Context: an optimization exercise on an open-source flow, tuned for small area, a short achievable clock period and few clock cycles per item. The choices shown serve that exercise and are no tape-out recipe. In this exercise RTL edits were held to simulation tests only and were not proved equivalent to the original.

## exp/zinc
// layernorm
module layernorm #(
  parameter DIM = 64
) (
  input  wire        clk_i,
  input  wire        rst_i,
  input  wire        start_i,
  input  wire [DIM*16-1:0] x_i,
  output reg  [5:0]  w_sel_o,
  output reg  [6:0]  w_addr_o,
  input  wire [7:0]  w_data_i,
  input  wire [5:0]  gamma_sel_i,
  input  wire [15:0] gamma_scale_i,
  input  wire [15:0] beta_scale_i,
  output reg  [DIM*16-1:0] y_o,
  output reg               done_o,
  output reg               busy_o
);
Size in the first run: roughly 2100 I/O pins, roughly 78000 µm² of cells after synthesis.
==> flow/config.mk <==
export PLATFORM = sky130hd
export DESIGN_NAME = layernorm
export DESIGN_NICKNAME = layernorm
export VERILOG_FILES = /design/flow/design.v
export SDC_FILE = /design/flow/constraint.sdc
export NUM_CORES = 4
export LEC_CHECK = 0
export ABC_AREA = 1
export CAP_MARGIN = 20
export CELL_PAD_IN_SITES_DETAIL_PLACEMENT = 0
export CELL_PAD_IN_SITES_GLOBAL_PLACEMENT = 0
export CORE_AREA = 4 4 1096 341
export DIE_AREA = 0 0 1100 345
export PLACE_DENSITY = 0.45
export SETUP_SLACK_MARGIN = 3
export SLEW_MARGIN = 20
export SYNTH_MEMORY_MAX_BITS = 16384
==> flow/constraint.sdc <==
create_clock -name core_clock -period 65.0 [get_ports {clk_i}]
set_input_delay 13.0000 -clock core_clock [delete_from_list [all_inputs] [get_ports {clk_i}]]
set_output_delay 13.0000 -clock core_clock [all_outputs]
set_load 0.01 [all_outputs]
standard.sh (not shown) runs the stock make flow with config.mk's settings and CLKGATE_MAP_FILE= SYNTH_SCRIPT=/design/flow/synth_recipe.tcl, a recipe that flattens the netlist after the stock synthesis.
==> flow/flow/run.sh <==
#!/bin/bash
# The standard layout (standard.sh, unchanged synthesis and SDC), with
#  - every input and output port still buffered, with a plain buf_1 instead
#    of the delay buffer buffer_ports picks by default.
# The clock period and constraints are the design's.
set -euo pipefail
MARGIN=$(cat flow/margin.txt)
bash standard.sh SETUP_SLACK_MARGIN=$MARGIN \
  "BUFFER_PORTS_ARGS=-buffer_cell sky130_fd_sc_hd__buf_1" finish > standard.log 2>&1
==> flow/flow/margin.txt <==
49
Testbench counts of exp/zinc, summed over its fixed seeds: cycles 33,800, items 256.
The inputs of exp/quartz differ from those of exp/zinc as listed below.
# exp/zinc
export LEC_CHECK = 0
export ABC_AREA = 1
export CAP_MARGIN = 20
export CELL_PAD_IN_SITES_DETAIL_PLACEMENT = 0
export CELL_PAD_IN_SITES_GLOBAL_PLACEMENT = 0
export CORE_AREA = 4 4 1096 341
export DIE_AREA = 0 0 1100 345
export PLACE_DENSITY = 0.45
export SETUP_SLACK_MARGIN = 3
export SLEW_MARGIN = 20
export SYNTH_MEMORY_MAX_BITS = 16384
create_clock -name core_clock -period 65.0 [get_ports {clk_i}]
# exp/quartz
export LEC_CHECK = 0
export ABC_AREA = 1
export CAP_MARGIN = 20
export CELL_PAD_IN_SITES_DETAIL_PLACEMENT = 0
export CELL_PAD_IN_SITES_GLOBAL_PLACEMENT = 0
export CORE_AREA = 4 4 1096 341
export DIE_AREA = 0 0 1100 345
export PLACE_DENSITY = 0.35
export SETUP_SLACK_MARGIN = 3
export SLEW_MARGIN = 20
export SYNTH_MEMORY_MAX_BITS = 16384
create_clock -name core_clock -period 65.0 [get_ports {clk_i}]
## What came out
- exp/quartz and exp/zinc ended up with roughly the same ratio of final minimum period to clock period.
- Against exp/zinc, total non-filler cell area in the finished layout in exp/quartz came out worse.
- exp/quartz finished every step from synthesis to the final layout, and the layout passed the timing, design-rule and antenna checks.
The following lists how exp/indigo was set up differently from exp/quartz:
# exp/quartz
export LEC_CHECK = 0
export ABC_AREA = 1
export CAP_MARGIN = 20
export CELL_PAD_IN_SITES_DETAIL_PLACEMENT = 0
export CELL_PAD_IN_SITES_GLOBAL_PLACEMENT = 0
export CORE_AREA = 4 4 1096 341
export DIE_AREA = 0 0 1100 345
export PLACE_DENSITY = 0.35
export SETUP_SLACK_MARGIN = 3
export SLEW_MARGIN = 20
export SYNTH_MEMORY_MAX_BITS = 16384
create_clock -name core_clock -period 65.0 [get_ports {clk_i}]
# exp/indigo
export LEC_CHECK = 0
export ABC_AREA = 1
export CAP_MARGIN = 20
export CELL_PAD_IN_SITES_DETAIL_PLACEMENT = 1
export CELL_PAD_IN_SITES_GLOBAL_PLACEMENT = 2
export CORE_AREA = 4 4 1096 341
export DIE_AREA = 0 0 1100 345
export PLACE_DENSITY = 0.35
export SETUP_SLACK_MARGIN = 3
export SLEW_MARGIN = 20
export SYNTH_MEMORY_MAX_BITS = 16384
create_clock -name core_clock -period 65.0 [get_ports {clk_i}]
[summary]
exp/indigo reports its endpoint of the worst setup timing path as neg_mean[4]$_SDFFCE_PP0P_ while exp/quartz reports sq_b[3]$_SDFF_PP0_.
Compared with exp/quartz, exp/indigo ends up with a larger final cell area.
As far as total negative setup slack goes, exp/indigo and exp/quartz are indistinguishable; the numbers are identical.
Between exp/indigo and exp/quartz, it is exp/indigo whose shortest period the worst path allows is lower, by 0.084 ns.
Looking at met3 track demand over resource in global routing, exp/indigo sits below exp/quartz.
Taking exp/quartz as the reference, in exp/indigo worst path buffer plus inverter count went down by 2; count of antenna-violating nets left after detailed routing about even.

* * *

## 09-02
Another version of the RTL of layernorm (not shown whole).
Size: ~11000 cells after synthesis, roughly 1200 flip-flops, about 2100 I/O pins, ~77000 µm² of cells after synthesis.
// layernorm
module layernorm #(
  parameter DIM = 64
) (
  input  wire        clk_i,
  input  wire        rst_i,
  input  wire        start_i,
  input  wire [DIM*16-1:0] x_i,
  output reg  [5:0]  w_sel_o,
  output reg  [6:0]  w_addr_o,
  input  wire [7:0]  w_data_i,
  input  wire [5:0]  gamma_sel_i,
  input  wire [15:0] gamma_scale_i,
  input  wire [15:0] beta_scale_i,
  output reg  [DIM*16-1:0] y_o,
  output reg               done_o,
  output reg               busy_o
);
  localparam [4:0]  INV_N_EXP = 5'd15 - $clog2(DIM);
  localparam [15:0] INV_N = {1'b0, INV_N_EXP, 10'd0};
  reg  [7:0]  k;
  reg  [4:0]  jsel;
  reg         sum_ph;     
  reg         d_ph;       
  reg         norm_ph;    
  reg         gam_ph;     
  reg  [15:0] xr_a, xr_b;
  reg  [15:0] acc;
  reg  [15:0] sq_a, sq_b;
  reg  [15:0] neg_mean;
  reg  [15:0] inv_std;
  reg  [15:0] scale_r;
  reg  [7:0]  wd_r;
  wire [15:0] x_a = x_i[jsel*32      +: 16];
  wire [15:0] x_b = x_i[jsel*32 + 16 +: 16];
  wire [15:0] d_a, d_b;
  fp16_add_comb u_sub_a (.a_i(xr_a), .b_i(neg_mean), .sum_o(d_a));
  fp16_add_comb u_sub_b (.a_i(xr_b), .b_i(neg_mean), .sum_o(d_b));
  wire [15:0] deq_fp16;
  fp16_from_int8 u_deq (.val_i(wd_r), .fp16_o(deq_fp16));
  wire [15:0] gamma_tap = y_o[15:0];
  wire [15:0] m_g, m_a, m_b;
  fp16_mul_comb u_mul_g (.a_i(norm_ph ? acc : deq_fp16), .b_i(norm_ph ? inv_std : scale_r), .prod_o(m_g));
  fp16_mul_comb u_mul_a (.a_i(norm_ph ? m_g : d_a), .b_i(norm_ph ? gamma_tap : d_a), .prod_o(m_a));
  fp16_mul_comb u_mul_b (.a_i(norm_ph ? deq_fp16 : d_b), .b_i(norm_ph ? scale_r : d_b), .prod_o(m_b));
  wire [15:0] p_a = sum_ph ? xr_a : sq_a;
  wire [15:0] p_b = sum_ph ? xr_b : sq_b;
  wire [15:0] c1, c2;
  fp16_add_comb u_add1 (.a_i(acc), .b_i(p_a), .sum_o(c1));
  fp16_add_comb u_add2 (.a_i(norm_ph ? sq_a : c1), .b_i(p_b), .sum_o(c2));
  ...
clock: 65.0 ns
lec_check: 0
abc_area: 1
cap_margin: 20
cell_pad_in_sites_detail_placement: 1
cell_pad_in_sites_global_placement: 2
core_area: 4 4 1096 341
die_area: 0 0 1100 345
place_density: 0.35
setup_slack_margin: 3
slew_margin: 20
synth_memory_max_bits: 16384
==> flow/flow/run.sh <==
#!/bin/bash
set -euo pipefail
MARGIN=$(cat flow/margin.txt)
bash standard.sh SETUP_SLACK_MARGIN=$MARGIN finish > standard.log 2>&1
==> flow/flow/margin.txt <==
48
Testbench counts of 09-02, summed over its fixed seeds: cycles 33,800, items 256.
The inputs of 05-17 differ from those of 09-02 as listed below.
==> flow/flow/run.sh <==
#!/bin/bash
# The standard layout (standard.sh, unchanged synthesis and SDC), with
#  - every input and output port still buffered, with a plain buf_1 instead
#    of the delay buffer buffer_ports picks by default.
# The clock period and constraints are the design's.
set -euo pipefail
MARGIN=$(cat flow/margin.txt)
bash standard.sh SETUP_SLACK_MARGIN=$MARGIN \
  "BUFFER_PORTS_ARGS=-buffer_cell sky130_fd_sc_hd__buf_1" finish > standard.log 2>&1
--- a/flow/config.mk
+++ b/flow/config.mk
@@ -11,4 +11,4 @@
 export CELL_PAD_IN_SITES_GLOBAL_PLACEMENT = 2
-export CORE_AREA = 4 4 1096 341
-export DIE_AREA = 0 0 1100 345
+export CORE_AREA = 4 4 718 718
+export DIE_AREA = 0 0 722 722
 export PLACE_DENSITY = 0.35
Findings:
- Routed wire in 05-17 totals more than in 09-02.
- Between 05-17 and 09-02, the maximum clock frequency figures differ only marginally.
- The tap cell count in 05-17 sits 1769 above the value recorded for 09-02.
- Cell area | 05-17 vs 09-02 | 05-17 smaller
- Hold slack, 09-02 and 05-17, lower one = 05-17.
- In the reports for 09-02 and 05-17, the smaller worst setup slack after layout belongs to 05-17.

separate check: timing with driven ports:
No port has a modelled driver above. Below, the same layouts with a new extraction and two added sets of constraints.
Step 1 sets driving cells, clkbuf_16 on the clock port and buf_2 on the other inputs (assumed; they add their load-dependent delay and slew).
Step 2 moves the port delays by t, midway between the first and last clock arrival at a register: inputs arrive t later, outputs are due t later. That takes back most of the time a late clock gives input paths.
Three values: no drivers, after step 1, after step 2; two values: the first two.
| run | t, ns | setup WS [ns] | latest minus earliest clock arrival (ns) |
|---|---|---|---|
| exp/zinc | 0.965 | 49.508 / 49.508 / 49.335 | 0.100 / 0.099 |
| exp/quartz | 0.972 | 49.487 / 49.487 / 48.985 | 0.113 / 0.114 |
| exp/indigo | 0.996 | 49.570 / 49.570 / 48.933 | 0.081 / 0.081 |
| 09-02 | 1.009 | 48.123 / 48.123 / 48.123 | 0.086 / 0.086 |
| 05-17 | 0.956 | 48.112 / 48.112 / 48.112 | 0.079 / 0.079 |
After both steps every run listed still meets setup and hold. The setup slack of exp/indigo, which loses most, moves by 0.000 ns with the drivers and by -0.637 ns with both steps.
